From an optimization exercise on the open Yosys and OpenROAD flow, aimed at small area, a short achievable clock period and few clock cycles; shortcuts taken in it are not production practice. The RTL was checked by simulation tests, not by an equivalence proof against the original design. The clock port is modelled as an ideal driver; clocking choices that lean on that would not hold on a real chip.

==> build 92 <==
==> flow/design.v (excerpt) <==
module tpu_top#(
	parameter ARRAY_SIZE = 8,
	parameter SRAM_DATA_WIDTH = 32,
	parameter DATA_WIDTH = 8,
	parameter OUTPUT_DATA_WIDTH = 16
)
(
	input clk,
	input srstn,
	input tpu_start,
	input [SRAM_DATA_WIDTH-1:0] sram_rdata_w0,
	input [SRAM_DATA_WIDTH-1:0] sram_rdata_w1,
	input [SRAM_DATA_WIDTH-1:0] sram_rdata_d0,
	input [SRAM_DATA_WIDTH-1:0] sram_rdata_d1,
	output [9:0] sram_raddr_w0,
	output [9:0] sram_raddr_w1,
	output [9:0] sram_raddr_d0,
	output [9:0] sram_raddr_d1,
	output sram_write_enable_a0,
	output [ARRAY_SIZE*OUTPUT_DATA_WIDTH-1:0] sram_wdata_a,
	output [5:0] sram_waddr_a,
	output sram_write_enable_b0,
	output [ARRAY_SIZE*OUTPUT_DATA_WIDTH-1:0] sram_wdata_b,
	output [5:0] sram_waddr_b,
	output sram_write_enable_c0,
	output [ARRAY_SIZE*OUTPUT_DATA_WIDTH-1:0] sram_wdata_c,
	output [5:0] sram_waddr_c,
	output tpu_done
);
localparam NK = 5;
localparam [NK*5-1:0] KPOS = {5'd14, 5'd12, 5'd10, 5'd8, 5'd6};
localparam [17:0] CORR = 18'd0;
wire [5:0] cnt;
wire [5:0] cnt_nx;
wire [8*18-1:0] pbot;
wire [8*NK-1:0] kbot;
systolic_controll systolic_controll (
	.clk(clk),
	.srstn(srstn),
  ...
==> module write_out, before the edit <==
module write_out #(
	parameter NK = 2,
	parameter [NK*5-1:0] KPOS = {5'd12, 5'd6},
	parameter [17:0] CORR = 18'd0
)
(
	input clk,
	input srstn,
	input [5:0] cnt,
	input [5:0] cnt_nx,
	input [8*18-1:0] pbot,
	input [8*NK-1:0] kbot,
	output reg sram_write_enable_a0,
	output [127:0] sram_wdata_a,
	output [5:0] sram_waddr_a,
	output reg sram_write_enable_b0,
	output [127:0] sram_wdata_b,
	output [5:0] sram_waddr_b,
	output reg sram_write_enable_c0,
	output [127:0] sram_wdata_c,
	output [5:0] sram_waddr_c
);
reg [127:0] xw;
reg [127:0] yw;
reg [3:0] addr_ac;
reg addr_b3;
reg [7:0] xl, yl;   
reg [7:0] xu, yu;   
wire [5:0] pm_nx = cnt_nx - 6'd10;
wire [5:0] pm = cnt - 6'd10;
integer p;
always @(posedge clk) begin
	for (p = 0; p < 8; p = p + 1) begin
		xl[p] <= (pm_nx[2:0] == p) & ~pm_nx[3];
		yl[p] <= (pm_nx[2:0] == p) & pm_nx[3];
		xu[p] <= (pm_nx[2:0] < p) & pm_nx[3];
		yu[p] <= (pm_nx[2:0] < p) & ~pm_nx[3];
	end
end
wire [15:0] q [0:7];
genvar s, t;
generate
	for (s = 0; s < 8; s = s + 1) begin : colq
		quantize #(.NK(NK), .KPOS(KPOS), .CORR(CORR)) u (.pc(pbot[s*18 +: 18]), .kc(kbot[s*NK +: NK]), .q(q[s]));
	end
	for (s = 0; s < 8; s = s + 1) begin : slot
		wire [15:0] xt [0:s];
		wire [15:0] yt [0:s];
		for (t = 0; t <= s; t = t + 1) begin : lp
			assign xt[t] = (t == 0 ? 16'd0 : xt[t-1]) | ({16{xl[7-s+t]}} & q[t]);
			assign yt[t] = (t == 0 ? 16'd0 : yt[t-1]) | ({16{yl[7-s+t]}} & q[t]);
		end
		always @(posedge clk) begin
			xw[s*16 +: 16] <= xt[s] | ({16{xu[s]}} & q[s]);
			yw[s*16 +: 16] <= yt[s] | ({16{yu[s]}} & q[s]);
		end
	end
endgenerate
always @(posedge clk) begin
	addr_ac <= pm[3:0];
	addr_b3 <= ~pm[3];
	sram_write_enable_a0 <= ~(srstn && cnt >= 6'd10 && cnt <= 6'd24);
	sram_write_enable_b0 <= ~(srstn && cnt >= 6'd18 && cnt <= 6'd32);
	sram_write_enable_c0 <= ~(srstn && cnt >= 6'd26 && cnt <= 6'd40);
end
assign sram_wdata_a = xw;
assign sram_wdata_c = xw;
assign sram_wdata_b = yw;
assign sram_waddr_a = {2'd0, addr_ac};
assign sram_waddr_c = {2'd0, addr_ac};
assign sram_waddr_b = {2'd0, addr_b3, addr_ac[2:0]};
endmodule
export LEC_CHECK = 0
export CAP_MARGIN = 20
export CORE_MARGIN = 2
export CORE_UTILIZATION = 55
export SETUP_SLACK_MARGIN = 5
export SLEW_MARGIN = 20
export SYNTH_HIERARCHICAL = 1
create_clock -name core_clock -period 9.0 [get_ports {clk}]
standard.sh (not shown) runs the stock make flow with config.mk's settings and CLKGATE_MAP_FILE= SYNTH_SCRIPT=/design/flow/synth_recipe.tcl, a recipe that flattens the netlist after the stock synthesis.
==> flow/flow/run.sh <==
#!/bin/bash
set -euo pipefail
MARGIN=$(cat flow/margin.txt)
bash standard.sh SETUP_SLACK_MARGIN=$MARGIN finish > standard_flow.log 2>&1
==> flow/flow/margin.txt <==
5.75
==> inputs of trial 39, as changes to build 92 <==
--- a/flow/design.v
+++ b/flow/design.v
@@ -571,17 +571,17 @@
 reg [127:0] yw;
 reg [3:0] addr_ac;
 reg addr_b3;
-reg [7:0] xl, yl;   
-reg [7:0] xu, yu;   
+reg odd;         
+reg [7:0] lsel;  
+reg [7:0] umask;  
 wire [5:0] pm_nx = cnt_nx - 6'd10;
 wire [5:0] pm = cnt - 6'd10;
 integer p;
 always @(posedge clk) begin
+	odd <= pm_nx[3];
 	for (p = 0; p < 8; p = p + 1) begin
-		xl[p] <= (pm_nx[2:0] == p) & ~pm_nx[3];
-		yl[p] <= (pm_nx[2:0] == p) & pm_nx[3];
-		xu[p] <= (pm_nx[2:0] < p) & pm_nx[3];
-		yu[p] <= (pm_nx[2:0] < p) & ~pm_nx[3];
+		lsel[p] <= (pm_nx[2:0] == p);
+		umask[p] <= (pm_nx[2:0] < p);
 	end
 end
 wire [15:0] q [0:7];
@@ -591,15 +591,15 @@
 		quantize #(.NK(NK), .KPOS(KPOS), .CORR(CORR)) u (.pc(pbot[s*18 +: 18]), .kc(kbot[s*NK +: NK]), .q(q[s]));
 	end
 	for (s = 0; s < 8; s = s + 1) begin : slot
-		wire [15:0] xt [0:s];
-		wire [15:0] yt [0:s];
+		wire [15:0] lt [0:s];
 		for (t = 0; t <= s; t = t + 1) begin : lp
-			assign xt[t] = (t == 0 ? 16'd0 : xt[t-1]) | ({16{xl[7-s+t]}} & q[t]);
-			assign yt[t] = (t == 0 ? 16'd0 : yt[t-1]) | ({16{yl[7-s+t]}} & q[t]);
+			assign lt[t] = (t == 0 ? 16'd0 : lt[t-1]) | ({16{lsel[7-s+t]}} & q[t]);
 		end
+		wire [15:0] lv = lt[s];
+		wire [15:0] uv = {16{umask[s]}} & q[s];
 		always @(posedge clk) begin
-			xw[s*16 +: 16] <= xt[s] | ({16{xu[s]}} & q[s]);
-			yw[s*16 +: 16] <= yt[s] | ({16{yu[s]}} & q[s]);
+			xw[s*16 +: 16] <= odd ? uv : lv;
+			yw[s*16 +: 16] <= odd ? lv : uv;
 		end
 	end
 endgenerate
==> flow/flow/margin.txt (replaced) <==
5.5
--- a/flow/config.mk
+++ b/flow/config.mk
@@ -7,7 +7,7 @@
 export LEC_CHECK = 0
 export CAP_MARGIN = 20
 export CORE_MARGIN = 2
-export CORE_UTILIZATION = 55
+export CORE_UTILIZATION = 65
 export SETUP_SLACK_MARGIN = 5
 export SLEW_MARGIN = 20
 export SYNTH_HIERARCHICAL = 1
==> inputs of trial 15, as changes to build 92 <==
==> flow/flow/margin.txt (replaced) <==
5.5
==> inputs of build 56, as changes to build 92 <==
==> flow/flow/run.sh (replaced) <==
#!/bin/bash
set -euo pipefail
MARGIN=$(cat flow/margin.txt)
export IO_MARGIN=$(cat flow/io_margin.txt)
export POST_CTS_TCL=$(pwd)/flow/post_cts.tcl
bash standard.sh SETUP_SLACK_MARGIN=$MARGIN finish > standard_flow.log 2>&1
==> flow/flow/io_margin.txt (new file) <==
6.2
==> flow/flow/margin.txt (replaced) <==
5.5
==> flow/flow/post_cts.tcl (new file) <==
# Runs at the end of ORFS's CTS step (POST_CTS_TCL). The cells that feed the
# partial-sum registers of the MAC array are held fixed, and timing repair
# runs once more, with a larger setup margin, on everything else: the
# read-out of the bottom row, the output registers and port buffers, and
# the logic behind the input ports.
set mac_cells [get_fanin -to [get_pins -hierarchical {systolic.pr*/D systolic.kr*/D}] -only_cells -flat]
puts "post_cts: holding [llength $mac_cells] cells of the MAC array"
set_dont_touch $mac_cells
repair_timing -setup -setup_margin $::env(IO_MARGIN) -repair_tns 100 -match_cell_footprint -verbose
unset_dont_touch $mac_cells
detailed_placement
check_placement -verbose
report_worst_slack -max
==> results.txt <==
Build 56 failed in 4_1_cts with RSZ-3006. Trial 39 completed without violations. Build 92 finished clean. Trial 15 produced a clean layout.
Against build 92, the final cell count of trial 39 is lower by 3.9%.
Sequential share of layout area: trial 15 is lower than trial 39 (0.11 points).
The highest maximum frequency belongs to build 92, the lowest to trial 39.
In synthesized cell count, trial 39 and trial 15 hardly differ.
==> figures <==
| item | build 56 | trial 39 | build 92 | trial 15 |
|---|---|---|---|---|
| Part of the Yosys area used for sequential elements | 33.8% | 33.7% | 33.8% | 33.8% |
| Max-area cell class | - | multi-input gates | multi-input gates | multi-input gates |
| Final hold violation count | - | 0 | 0 | 0 |
| Met1 track demand over resource | - | 44.6% | 40.0% | 39.8% |
| Data arrival time of the worst path | - | 1.67 ns | 1.57 ns | 1.65 ns |
| GRT Total Usage | - | 32.8% | 28.4% | 28.4% |
| Run status | aborted with a tool error | finished clean | finished clean | finished clean |
| Stage where the flow stopped | 4_1_cts | - | - | - |
| Setup violators final | - | 0 | 0 | 0 |
| Horizontal die dimension | 605 um | 557 um | 605 um | 605 um |
| Count of cell types in the netlist | 98 | 97 | 98 | 98 |
Testbench counts of build 92, summed over its fixed seeds: cycles 4,032.
Testbench counts of trial 39, summed over its fixed seeds: cycles 4,032.
Testbench counts of trial 15, summed over its fixed seeds: cycles 4,032.
Testbench counts of build 56, summed over its fixed seeds: cycles 4,032.

re-timing with driven ports:
No port has a modelled driver above. Below, the same layouts with a new extraction and two added sets of constraints. Step 1 (the two cells are an assumption about what drives the block):
set clk [get_ports {clk}]
set_driving_cell -lib_cell sky130_fd_sc_hd__clkbuf_16 $clk
set_driving_cell -lib_cell sky130_fd_sc_hd__buf_2 [delete_from_list [all_inputs] $clk]
Step 2 adds t to the input delays and takes it off the output delays; t is the mean of the earliest and latest rising clock arrival at the registers after step 1. Input paths then give back, and output paths get back, about the clock's delay inside the block. Slacks: ideal / step 1 / step 2; pairs: ideal / step 1.
run | shift t [ns] | setup slack, ns | worst hold slack (ns)
build 92 | 1.034 | 5.632 / 5.528 / 4.918 | 0.375 / 0.375 / 0.375
trial 39 | 1.031 | 5.525 / 5.411 / 4.645 | 0.389 / 0.389 / 0.389
trial 15 | 1.030 | 5.549 / 5.448 / 4.715 | 0.354 / 0.354 / 0.354
After both steps every run listed still meets setup and hold. The setup slack of trial 39, which loses most, moves by -0.114 ns with the drivers and by -0.880 ns with both steps.
